Source: an optimization exercise on an open RTL-to-GDS flow (aim: small area and a short achievable clock period). Production flows keep margins and buffers that such runs may drop.
No functional check of the RTL was part of any run shown here.

==> flow/design.v, too long to show whole: its modules and the start of the top module <==
// module montgomery_kyber: 1457 lines
// module kfa: 6 lines
// module k_a21bo: 5 lines
// module k_a21oi: 5 lines
// module k_and2: 5 lines
// module k_inv: 5 lines
// module k_nand2: 5 lines
// module k_nor2: 5 lines
// module k_o21ai: 5 lines
// module k_o21bai: 5 lines
// module k_or2: 5 lines
// module k_xnor2: 5 lines
// module k_xor2: 5 lines
module montgomery_kyber(clk, a, b, out);
  // ...
==> flow/flow/run.sh <==
#!/bin/bash
set -euo pipefail
MARGIN=${MARGIN:-5.75}
BUF=${BUF:-sky130_fd_sc_hd__buf_1}
RECOVER=${RECOVER:-0}
bash standard.sh "SETUP_SLACK_MARGIN=$MARGIN" \
  "BUFFER_PORTS_ARGS=-buffer_cell $BUF" "RECOVER_POWER=$RECOVER" finish > flow_make.log 2>&1
==> flow/standard.sh <==
#!/bin/bash
# synth_recipe.tcl (not shown) runs the flow's synth.tcl, then flattens the netlist and writes it again
# the make line also repeats each setting of config.mk as NAME=value (left out here)
make -C /OpenROAD-flow-scripts/flow DESIGN_CONFIG=/design/flow/config.mk WORK_HOME=/design/flow/orfs CLKGATE_MAP_FILE= SYNTH_SCRIPT=/design/flow/synth_recipe.tcl "${@:-finish}"
==> flow/config.mk <==
export PLATFORM = sky130hd
export DESIGN_NAME = montgomery_kyber
export DESIGN_NICKNAME = montgomery_kyber
export VERILOG_FILES = /design/flow/design.v
export SDC_FILE = /design/flow/constraint.sdc
export NUM_CORES = 4
export LEC_CHECK = 0
export CAP_MARGIN = 20
export CORE_MARGIN = 2
export CORE_UTILIZATION = 40
export CTS_BUF_LIST = sky130_fd_sc_hd__clkbuf_4 sky130_fd_sc_hd__clkbuf_8
export SETUP_SLACK_MARGIN = 5
export SLEW_MARGIN = 20
export SYNTH_HIERARCHICAL = 1
export SYNTH_MINIMUM_KEEP_SIZE = 0
==> flow/constraint.sdc <==
create_clock -name core_clock -period 12.0 [get_ports {clk}]
set_input_delay 2.4000 -clock core_clock [delete_from_list [all_inputs] [get_ports {clk}]]
set_output_delay 2.4000 -clock core_clock [all_outputs]
set_load 0.01 [all_outputs]
==> run notes, run 1 <==
Timing
The count of pins over their slew limit came to 0. The final hold slack is 2.65 ns. Headroom to the max-slew limit came out at between 50% and 60%.

Floorplan
Across the placement rows, the number of tap cells is about 180. The floorplan step defined a die boundary enclosing 15800 um^2. After floorplanning, the core was sized to cover about 15000 um^2.

Final layout
In the final layout, the share of cells above drive strength 1 is between 10% and 20%. In the final design database the tool counted just under 900 nets. The antenna diode count is 0. The final design instance area without fill is 6680 um^2.

Clock network
Clock-pin slew was measured on the worst setup and hold paths at 0.07 ns. The tree built by TritonCTS fans out to 24 sinks.

Global routing
For met1 alone, demand over resource in global routing was 22.9%. After global routing the overflow that remains totals 0. The initial antenna violation count was 0.

Drt
Dividing the detail-routed wire length by the instance count gives 14.2 um. In the routed layout, each cell is associated on average with a via count of 4.89. The pre-antenna-repair detailed-routing pass consisted of 5 iterations.

For this block, the via count after detailed routing is 4469. The highest layer touched by signal routing is met4.

Worst hold path
The worst hold path terminates at r[0].

Critical path
The critical path contains buffers and inverters numbering 6 combined.

Synthesis
The cell area after synthesis is 5940 um^2. The most frequently used cell type in the post-synthesis netlist is nand2_1.

Placement
The total placed cells including tap cells is 890. The count of input and output buffers is 36.

Run status
The run finished with no timing, DRC or antenna violations.
==> inputs of run 2 (changes only) <==
--- a/flow/flow/run.sh
+++ b/flow/flow/run.sh
@@ -2,3 +2,3 @@
 set -euo pipefail
-MARGIN=${MARGIN:-5.75}
+MARGIN=${MARGIN:-5.5}
 BUF=${BUF:-sky130_fd_sc_hd__buf_1}
==> run notes, run 2 <==
Floorplan
The number of top-level pins is 37 (unchanged). The effective utilization at floorplan is 40.8% (unchanged). The area of the die is 15800 um^2 (unchanged). The standard cell core area is 14500 um^2 (unchanged). The placement row count is 44 (unchanged). The die outline width was 126 um (unchanged).

The die extent in y is 126 um (unchanged).

Global routing
The final global-route overflow total is 0 (unchanged). The initial antenna violation count is 0 (unchanged). The via count of the first global-routing pass is 4607 (was 4734). The first-pass GRT wire length is 21500 um (was 22300 um). The overall routing resource usage is 16.3% (was 17.1%). The maximum number of pins on one net before global-route repair is 15 (was 14).

Final layout
The share of cells above drive strength 1 is 12.8% (was 17.3%). The number of nets in the finished design is 871 (was 883). Largest regs: r x24 (unchanged). The final core utilization is 44.5% (was 46.0%). The count of placed standard cells in the final layout, fillers left out is 902 (was 914). The antenna diode count is 0 (unchanged).

Commonest cells after routing, fill and taps aside: nand2_1, fa_1, xor2_1 (unchanged). The area added between synthesis and finish is 8.94% (was 12.5%). The leading cell type in the layout, fill and taps excluded is nand2_1 (unchanged).

The number of flip-flops under the largest register name is 24 (unchanged). The most flop-heavy register is r (unchanged).

Drt
The via density per instance is 4.86 (was 4.89). The number of DRC markers after the initial detailed-route iteration is 179 (was 208). The total iterations of the first detailed-routing run is 4 (was 5). The aggregate routed wire length is 12600 um (was 13000 um). The remaining number of nets flagged by the antenna check after routing is 0 (unchanged). The routed length per instance is 14.0 um (was 14.2 um).

The total DRC errors in the routed layout is 0 (unchanged). The number of vias after detailed routing is 4380 (was 4469).

Run status
Outcome: timing/DRC/antenna clean (unchanged).

Synthesis
The number of enable-type register cells in the synthesized netlist is 0 (unchanged). The flip-flop and latch count after synthesis is 24 (unchanged). The area fraction of the dominant cell type after synthesis came to 42.8% (unchanged).

The most instantiated flip-flop cell in the synthesis netlist is dfxtp_1 (unchanged). The most frequently used cell type in the post-synthesis netlist was nand2_1 (unchanged). The cell type contributing the most total cell area after synthesis is fa_1 (unchanged). The sequential cell area fraction in the yosys report came to 8.09% (unchanged). The net count after synthesis is 834 (unchanged). Synth top area cells: fa_1, nand2_1, xor2_1, dfxtp_1, xnor2_1 (unchanged). The synthesized instance count is 682 (unchanged). The total number of yosys warnings is 7 (unchanged). The cell area after synthesis is 5940 um^2 (unchanged). The post-synthesis async set-or-reset flop share is 0% (unchanged).

Cell types with the highest counts after synthesis: nand2_1, fa_1, xor2_1 (unchanged). The distinct cell type count of the synthesized netlist came to 14 (unchanged). The synthesized area per cell is 8.71 um^2 (unchanged).

Timing
The remaining max-slew budget at the tightest pin is 55.5% (was 57.7%). The final critical-path share of the clock period is 52.5% (was 51.9%). The number of hold-slack violations in the final timing report was 0 (unchanged). The shortest period the worst path allows is 6.30 ns (was 6.23 ns). The count of final setup violators is 0 (unchanged). The transition time at the pin with the least slew margin is 0.667 ns (was 0.634 ns).

The final hold slack is 2.72 ns (was 2.65 ns). The count of pins over their slew limit was 0 (unchanged). The post-layout worst setup margin came to 5.70 ns (was 5.77 ns). The highest attainable clock frequency is 159 MHz (was 160 MHz).

The summed negative setup slack over all endpoints is 0 ns (unchanged). Setup repair after global routing missed its margin: true (unchanged).

Critical path
The cell with the biggest individual delay on the critical path is fa_1 (unchanged). The type of the setup path with the least slack is reg2out (unchanged). The delay of the slowest cell on the worst path is 0.58 ns (was 0.59 ns). The critical path launch point type was a flip-flop (unchanged). Counting stages on the worst path, the most repeated cell is o21ai_1. The critical path endpoint category is an output pin (unchanged). The arrival time at the worst endpoint is 3.90 ns (was 3.83 ns). The kind of cell with the highest combined delay on the critical path is adder cells (unchanged). The critical path required time is 9.60 ns (about the same).

The top fanout value on the critical path came to 5 (was 6). Crit-path cells: or2_1 -> fa_1 -> fa_1 -> nand2_1 -> a21oi_2 -> o21ai_1 -> a21oi_4 -> o21ai_1 -> xnor2_2 -> nand2_2 -> nor2_4 -> nand2_4 -> nor2_4 -> inv_1 -> o21ai_1 -> xor2_1 -> clkbuf_2 (was or2_1 -> fa_1 -> fa_1 -> nand2_2 -> a21oi_4 -> o21ai_4 -> a21oi_4 -> buf_4 -> o21ai_4 -> xnor2_4 -> buf_6 -> buf_4 -> nor2_4 -> inv_1 -> nand2_1 -> inv_1 -> a21oi_2 -> xnor2_1 -> buf_2). The buffers plus inverters on the worst setup path is 2 (was 6).

Clock network
The library cell used as clock root buffer is clkbuf_8 (unchanged). The maximum clock insertion buffer count is 2 (unchanged). The H-tree depth is 1 (unchanged). The count of hold buffers inserted by post-cts repair is 0 (unchanged).

The clock slew at the register clock pins of the worst setup and hold paths is 0.07 ns (about the same). The number of clock sinks is 24 (unchanged). The clock tree from TritonCTS is done (unchanged).

The number of buffers created by CTS is 3 (unchanged).

Flow run
The max-cap check violation count is 0 (unchanged).

Placement
The total placed cells including tap cells was 890 (unchanged). The count of input and output buffers is 36 (unchanged). The detailed-placement wirelength estimate is 10800 um (was 10900 um). The worst slack at placement is 4.97 ns (was 5.19 ns). The final weighted congestion of routability-driven global placement is 0.882 (was 0.918).

Worst hold path
The path type of the worst min-delay path is in2reg (unchanged).
==> run 2: cell counts after synthesis <==
No cell type changed its count.
==> run 2: what timing repair did <==
item | in CTS | in global routing
setup endpoints to repair | 12 | 13
cloned | 0 | 0
pin swaps | 2 | 6
buffers inserted | 2 | 6
resized for setup | 11 | 35
==> run 2: final cells by class <==
cell class / count / area (um^2)
Clock buffer: 3 / 41.3
Multi-Input combinational cell: 601 / 5290
Sequential cell: 24 / 488
Fill cell: 1437 / 8070
Timing Repair Buffer: 44 / 223
Inverter: 45 / 169
Clock inverter: 1 / 30.0
Tap cell: 184 / 230
==> run 2: worst paths after layout <==
kind / from / end / cells after the start
max: r[7] / out[9] / 17
min: a[0] / r[0] / 3
==> run 2: logic make-up (layout without fill, tap and decap cells) <==
family          Yosys count  count (layout)  share of synthesized area, %
buf+inv                  57              93                          4.36
compound gates           66              66                          8.35
flops                    24              24                          8.09
xor+xnor                110             110                          16.2
simple gates            298             298                          20.1
fa+ha+maj               127             127                          42.8
==> run 2: per-stage QoR <==
step	area (um^2)
after floorplan	5940
after global placement	6220
after detailed placement	6220
after CTS	6350
after global routing	6470
final	6470
==> run 2: per-layer routing <==
layer | global-route usage [%] | share of wire, %
met5 | 0 | 0
met4 | 3.75 | 1.2
met3 | 0.765 | 3.7
met2 | 29.1 | 49
met1 | 22.2 | 46
==> run 2: Yosys stat by module (local to each module, per instance), a selection <==
module	flops+latches	copies in the design	cells inside	cell area (um^2)
montgomery_kyber	24	1	36	571
k_a21bo	0	2	1	10.0
k_a21oi	0	40	1	8.76
k_xnor2	0	50	1	8.76
k_and2	0	4	1	6.26
k_or2	0	27	1	6.26
k_o21ai	0	22	1	5.00
k_nand2	0	209	1	3.75
k_nor2	0	58	1	3.75
k_inv	0	45	1	3.75

==> separate check: timing with driven ports <==
The results above use ideal ports. As a check the final layouts listed here were re-extracted and re-timed, cells and wires unchanged. Step 1 (the two cells are an assumption about what drives the block):
set clk [get_ports {clk}]
set_driving_cell -lib_cell sky130_fd_sc_hd__clkbuf_16 $clk
set_driving_cell -lib_cell sky130_fd_sc_hd__buf_2 [delete_from_list [all_inputs] $clk]
Step 2 adds t to the input delays and takes it off the output delays; t is the mean of the earliest and latest rising clock arrival at the registers after step 1. Input paths then give back, and output paths get back, about the clock's delay inside the block. Three values: no drivers, after step 1, after step 2; two values: the first two.
| run | shift t [ns] | slack for setup (ns) | worst data-port slew with drivers (ns) |
|---|---|---|---|
| run 1 | 0.283 | 5.768 / 5.739 / 5.669 | 0.03 |
| run 2 | 0.283 | 5.699 / 5.673 / 5.495 | 0.03 |
After both steps setup and hold are still met in every run listed. The setup slack of run 2, which loses most, moves by -0.026 ns with the drivers and by -0.204 ns with both steps.
